This design comes from an exercise in tuning for small area, a short achievable clock period and few clock cycles per item on the open sky130 flow, not from production work. The RTL was checked by simulation tests, not by an equivalence proof against the original design.

Setup of wip/cedar:
==> flow/design.v (excerpt) <==
module R_CORDIC_Unit (
    input signed [31:0]      i_data_1,
    input signed [31:0]      i_data_2,
    input signed [31:0]      angle,
    input                    en,
    input                    rst,
    input                    clk,
    output signed [31:0]     o_data_1,
    output signed [31:0]     o_data_2,
    output                   done_flag
);
For scale: about 110 flip-flops, about 18000 µm² of cells after synthesis.
export LEC_CHECK = 0
export CAP_MARGIN = 20
export CORE_MARGIN = 2
export CORE_UTILIZATION = 60
export PLACE_DENSITY = 0.7
export SLEW_MARGIN = 20
create_clock -name core_clock -period 10.0 [get_ports {clk}]
standard.sh (not shown) runs the stock make flow with config.mk's settings and CLKGATE_MAP_FILE= SYNTH_SCRIPT=/design/flow/synth_recipe.tcl, a recipe that flattens the netlist after the stock synthesis.
==> flow/flow/run.sh <==
#!/bin/bash
set -euo pipefail
export BUFFER_PORTS_ARGS="-buffer_cell sky130_fd_sc_hd__buf_1"
export SETUP_SLACK_MARGIN=5.25
bash standard.sh > standard.log 2>&1
wip/cedar | status: complete | timing, DRC, antenna: pass
Testbench counts of wip/cedar, summed over its fixed seeds: cycles 9,736, items 512.
--- input diff wip/cedar..wip/lagoon ---
# wip/cedar
export LEC_CHECK = 0
export CAP_MARGIN = 20
export CORE_MARGIN = 2
export CORE_UTILIZATION = 60
export PLACE_DENSITY = 0.7
export SLEW_MARGIN = 20
create_clock -name core_clock -period 10.0 [get_ports {clk}]
# wip/lagoon
export LEC_CHECK = 0
export CAP_MARGIN = 20
export CORE_MARGIN = 2
export CORE_UTILIZATION = 60
export PLACE_DENSITY = 0.7
export SETUP_SLACK_MARGIN = 5
export SLEW_MARGIN = 20
create_clock -name core_clock -period 10.0 [get_ports {clk}]
==> flow/flow/run.sh <==
#!/bin/bash
# The standard layout; the only change is the cell used to buffer the
# ports (a plain buf_1 instead of the default choice). Every input and
# output port is still buffered. Make's output goes to standard.log.
set -euo pipefail
export BUFFER_PORTS_ARGS="-buffer_cell sky130_fd_sc_hd__buf_1"
bash standard.sh > standard.log 2>&1
[summary]
- wip/lagoon: flow completed, timing, DRC and antenna clean
- Per the final summary, wip/cedar finished and its layout is clean on timing, DRC and antenna.
- Going from wip/cedar to wip/lagoon, depth of the worst register-to-register path grows by 4.
- Changes observed in wip/lagoon relative to wip/cedar: routing usage on met2 saw a decrease; sequential cell count held steady; synthesis-to-layout area growth now smaller; die outline area did not really move.
- When the final numbers for wip/cedar and wip/lagoon were put side by side, the routed via count turned out to be smaller in wip/lagoon.
## Diff of input files: wip/delta against wip/lagoon
# wip/lagoon
export LEC_CHECK = 0
export CAP_MARGIN = 20
export CORE_MARGIN = 2
export CORE_UTILIZATION = 60
export PLACE_DENSITY = 0.7
export SETUP_SLACK_MARGIN = 5
export SLEW_MARGIN = 20
create_clock -name core_clock -period 10.0 [get_ports {clk}]
# wip/delta
export LEC_CHECK = 0
export CAP_MARGIN = 20
export CORE_MARGIN = 2
export CORE_UTILIZATION = 60
export CTS_CLUSTER_DIAMETER = 100
export CTS_CLUSTER_SIZE = 30
export PLACE_DENSITY = 0.7
export SETUP_SLACK_MARGIN = 5
export SLEW_MARGIN = 20
create_clock -name core_clock -period 10.0 [get_ports {clk}]
Results
Re share of synthesized registers carrying an async set or reset: no difference whatsoever between wip/lagoon and wip/delta. Per the comparison of wip/delta with wip/lagoon, critical path depth was more or less identical, data arrival at the endpoint of the critical path was more or less identical. Slew at the pin with the worst max-slew slack: wip/lagoon vs wip/delta identical. Compared wip/delta against wip/lagoon; relative area of clock buffers and inverters in the final design within noise. Final non-filler cell area: wip/delta vs wip/lagoon — no meaningful difference. Total buffers and inverters traversed by the critical path: wip/delta vs wip/lagoon identical.
For wip/yarrow, these inputs were changed with respect to wip/delta:
# wip/delta
export LEC_CHECK = 0
export CAP_MARGIN = 20
export CORE_MARGIN = 2
export CORE_UTILIZATION = 60
export CTS_CLUSTER_DIAMETER = 100
export CTS_CLUSTER_SIZE = 30
export PLACE_DENSITY = 0.7
export SETUP_SLACK_MARGIN = 5
export SLEW_MARGIN = 20
create_clock -name core_clock -period 10.0 [get_ports {clk}]
# wip/yarrow
export LEC_CHECK = 0
export CAP_MARGIN = 20
export CORE_MARGIN = 2
export CORE_UTILIZATION = 60
export PLACE_DENSITY = 0.7
export SLEW_MARGIN = 20
create_clock -name core_clock -period 10.0 [get_ports {clk}]
==> flow/flow/run.sh <==
#!/bin/bash
set -euo pipefail
export BUFFER_PORTS_ARGS="-buffer_cell sky130_fd_sc_hd__buf_1"
export SETUP_SLACK_MARGIN=5.5
bash standard.sh > standard.log 2>&1
- In wip/yarrow, global-route wire length before repair is higher than in wip/delta.
- As of wip/yarrow, count of clock buffers in the final design had fallen by a little under 10% compared to wip/delta.
- Share of the clock period used by the worst path sits lower in wip/yarrow than in wip/delta.
- The core of wip/yarrow is more densely filled than that of wip/delta.
- wip/yarrow vs wip/delta: final-layout worst hold slack up
- The maximum fanout along the worst path number comes out higher for wip/yarrow vs wip/delta.
- On wip/yarrow: register cell area after layout is about 0.8% higher than what wip/delta gave.
- by[31]$_DFF_P_ as the end point of the critical path was reported by wip/yarrow, and bc$_DFF_P_ by wip/delta.
- wip/yarrow vs. wip/delta: buffer levels on the longest clock path held; final period demand of the worst path went down 0.41 ns.


R_CORDIC_Unit, a different RTL version from the one above (not shown whole).
Size: ~2100 cells after synthesis, roughly 110 flip-flops, about 18000 sq um of cells after synthesis.
==> flow/design.v (excerpt) <==
module R_CORDIC_Unit (
    input signed [31:0]      i_data_1,
    input signed [31:0]      i_data_2,
    input signed [31:0]      angle,
    input                    en,
    input                    rst,
    input                    clk,
    output signed [31:0]     o_data_1,
    output signed [31:0]     o_data_2,
    output                   done_flag
);
export LEC_CHECK = 0
export CAP_MARGIN = 20
export CORE_MARGIN = 2
export CORE_UTILIZATION = 60
export PLACE_DENSITY = 0.7
export SLEW_MARGIN = 20
create_clock -name core_clock -period 10.0 [get_ports {clk}]
==> flow/flow/run.sh <==
#!/bin/bash
set -euo pipefail
export BUFFER_PORTS_ARGS="-buffer_cell sky130_fd_sc_hd__buf_1"
export SETUP_SLACK_MARGIN=6
bash standard.sh > standard.log 2>&1
The first run completed with no timing, DRC or antenna violations.
Testbench counts at the start, summed over its fixed seeds: cycles 9,736, items 512.
Edit:
==> flow/run.sh (new file) <==
#!/bin/bash
# synth_recipe.tcl (not shown) runs the flow's synth.tcl, then flattens the netlist and writes it again
# the make line also repeats each setting of config.mk as NAME=value (left out here)
make -C /OpenROAD-flow-scripts/flow DESIGN_CONFIG=/design/flow/config.mk WORK_HOME=/design/flow/orfs CLKGATE_MAP_FILE= SYNTH_SCRIPT=/design/flow/synth_recipe.tcl finish
Settings changed: SETUP_SLACK_MARGIN set to 5.
removed: flow/flow/run.sh
removed: flow/standard.sh
What happened:
- setup slack degrades by 0.47 ns
- hold slack degrades by 0.0031 ns
- sequential share of layout area climbs by 0.84 points
- critical path depth drops by 1
- non-clock buffer count drops by 151
Edit:
Settings changed: CORE_UTILIZATION 60 to 75, PLACE_DENSITY 0.7 to 0.85.
The changed run completed with no timing, DRC or antenna violations.
Worst setup slack degrades by 0.24 ns.
Utilization climbs by 17 points.
Final cell count is lower by a few percent.
Area after synthesis does not change.
Global-route usage is higher by 13 points.
First-iteration DRC count grows by well over a third.
Register-to-register slack degrades by 0.24 ns.
Cell area goes down slightly.
Edit:
==> flow/flow/run.sh (new file) <==
#!/bin/bash
# The standard layout; the only change is the cell used to buffer the
# ports (a plain buf_1 instead of the default choice). Every input and
# output port is still buffered. Make's output goes to standard.log.
set -euo pipefail
export BUFFER_PORTS_ARGS="-buffer_cell sky130_fd_sc_hd__buf_1"
bash standard.sh > standard.log 2>&1
==> flow/standard.sh (new file) <==
#!/bin/bash
# synth_recipe.tcl (not shown) runs the flow's synth.tcl, then flattens the netlist and writes it again
# the make line also repeats each setting of config.mk as NAME=value (left out here)
make -C /OpenROAD-flow-scripts/flow DESIGN_CONFIG=/design/flow/config.mk WORK_HOME=/design/flow/orfs CLKGATE_MAP_FILE= SYNTH_SCRIPT=/design/flow/synth_recipe.tcl "${@:-finish}"
Settings changed: CORE_UTILIZATION 75 to 60, PLACE_DENSITY 0.85 to 0.7.
removed: flow/run.sh
=>
- area after synthesis stays the same
- clock skew barely changes
- routed wire length went down by a few percent

port drivers added, routing unchanged:
How much do the figures lean on ideal ports? The routed layouts below were timed once more, with nothing changed but the port constraints.
Step 1 assumes that a clkbuf_16 drives the clock port and a buf_2 every other input.
Step 2, shift: input delay + t, output delay - t, t = (earliest + latest rising clock arrival at the registers) / 2. This alone moves slack from input paths to output paths.
a / b / c = no drivers / after step 1 / after step 2; a / b = the first two.
| run | t (ns) | setup slack, ns | worst data-port slew with drivers (ns) |
|---|---|---|---|
| wip/cedar | 0.496 | 5.363 / 5.363 / 5.363 | 0.05 |
| wip/lagoon | 0.500 | 5.208 / 5.208 / 5.208 | 0.05 |
| wip/delta | 0.500 | 5.208 / 5.208 / 5.208 | 0.05 |
| wip/yarrow | 0.504 | 5.614 / 5.614 / 5.474 | 0.06 |
| the first run of note 2 | 0.506 | 5.676 / 5.676 / 5.676 | 0.05 |
| the second run of note 2 | 0.502 | 5.209 / 5.209 / 5.079 | 0.06 |
| the third run of note 2 | 0.487 | 4.965 / 4.965 / 4.965 | 0.07 |
| the fourth run of note 2 | 0.480 | 5.185 / 5.185 / 5.185 | 0.06 |
After both steps every run listed still meets setup and hold. For wip/yarrow, which loses most, drivers alone change the setup slack by 0.000 ns; drivers and shift together by -0.140 ns.
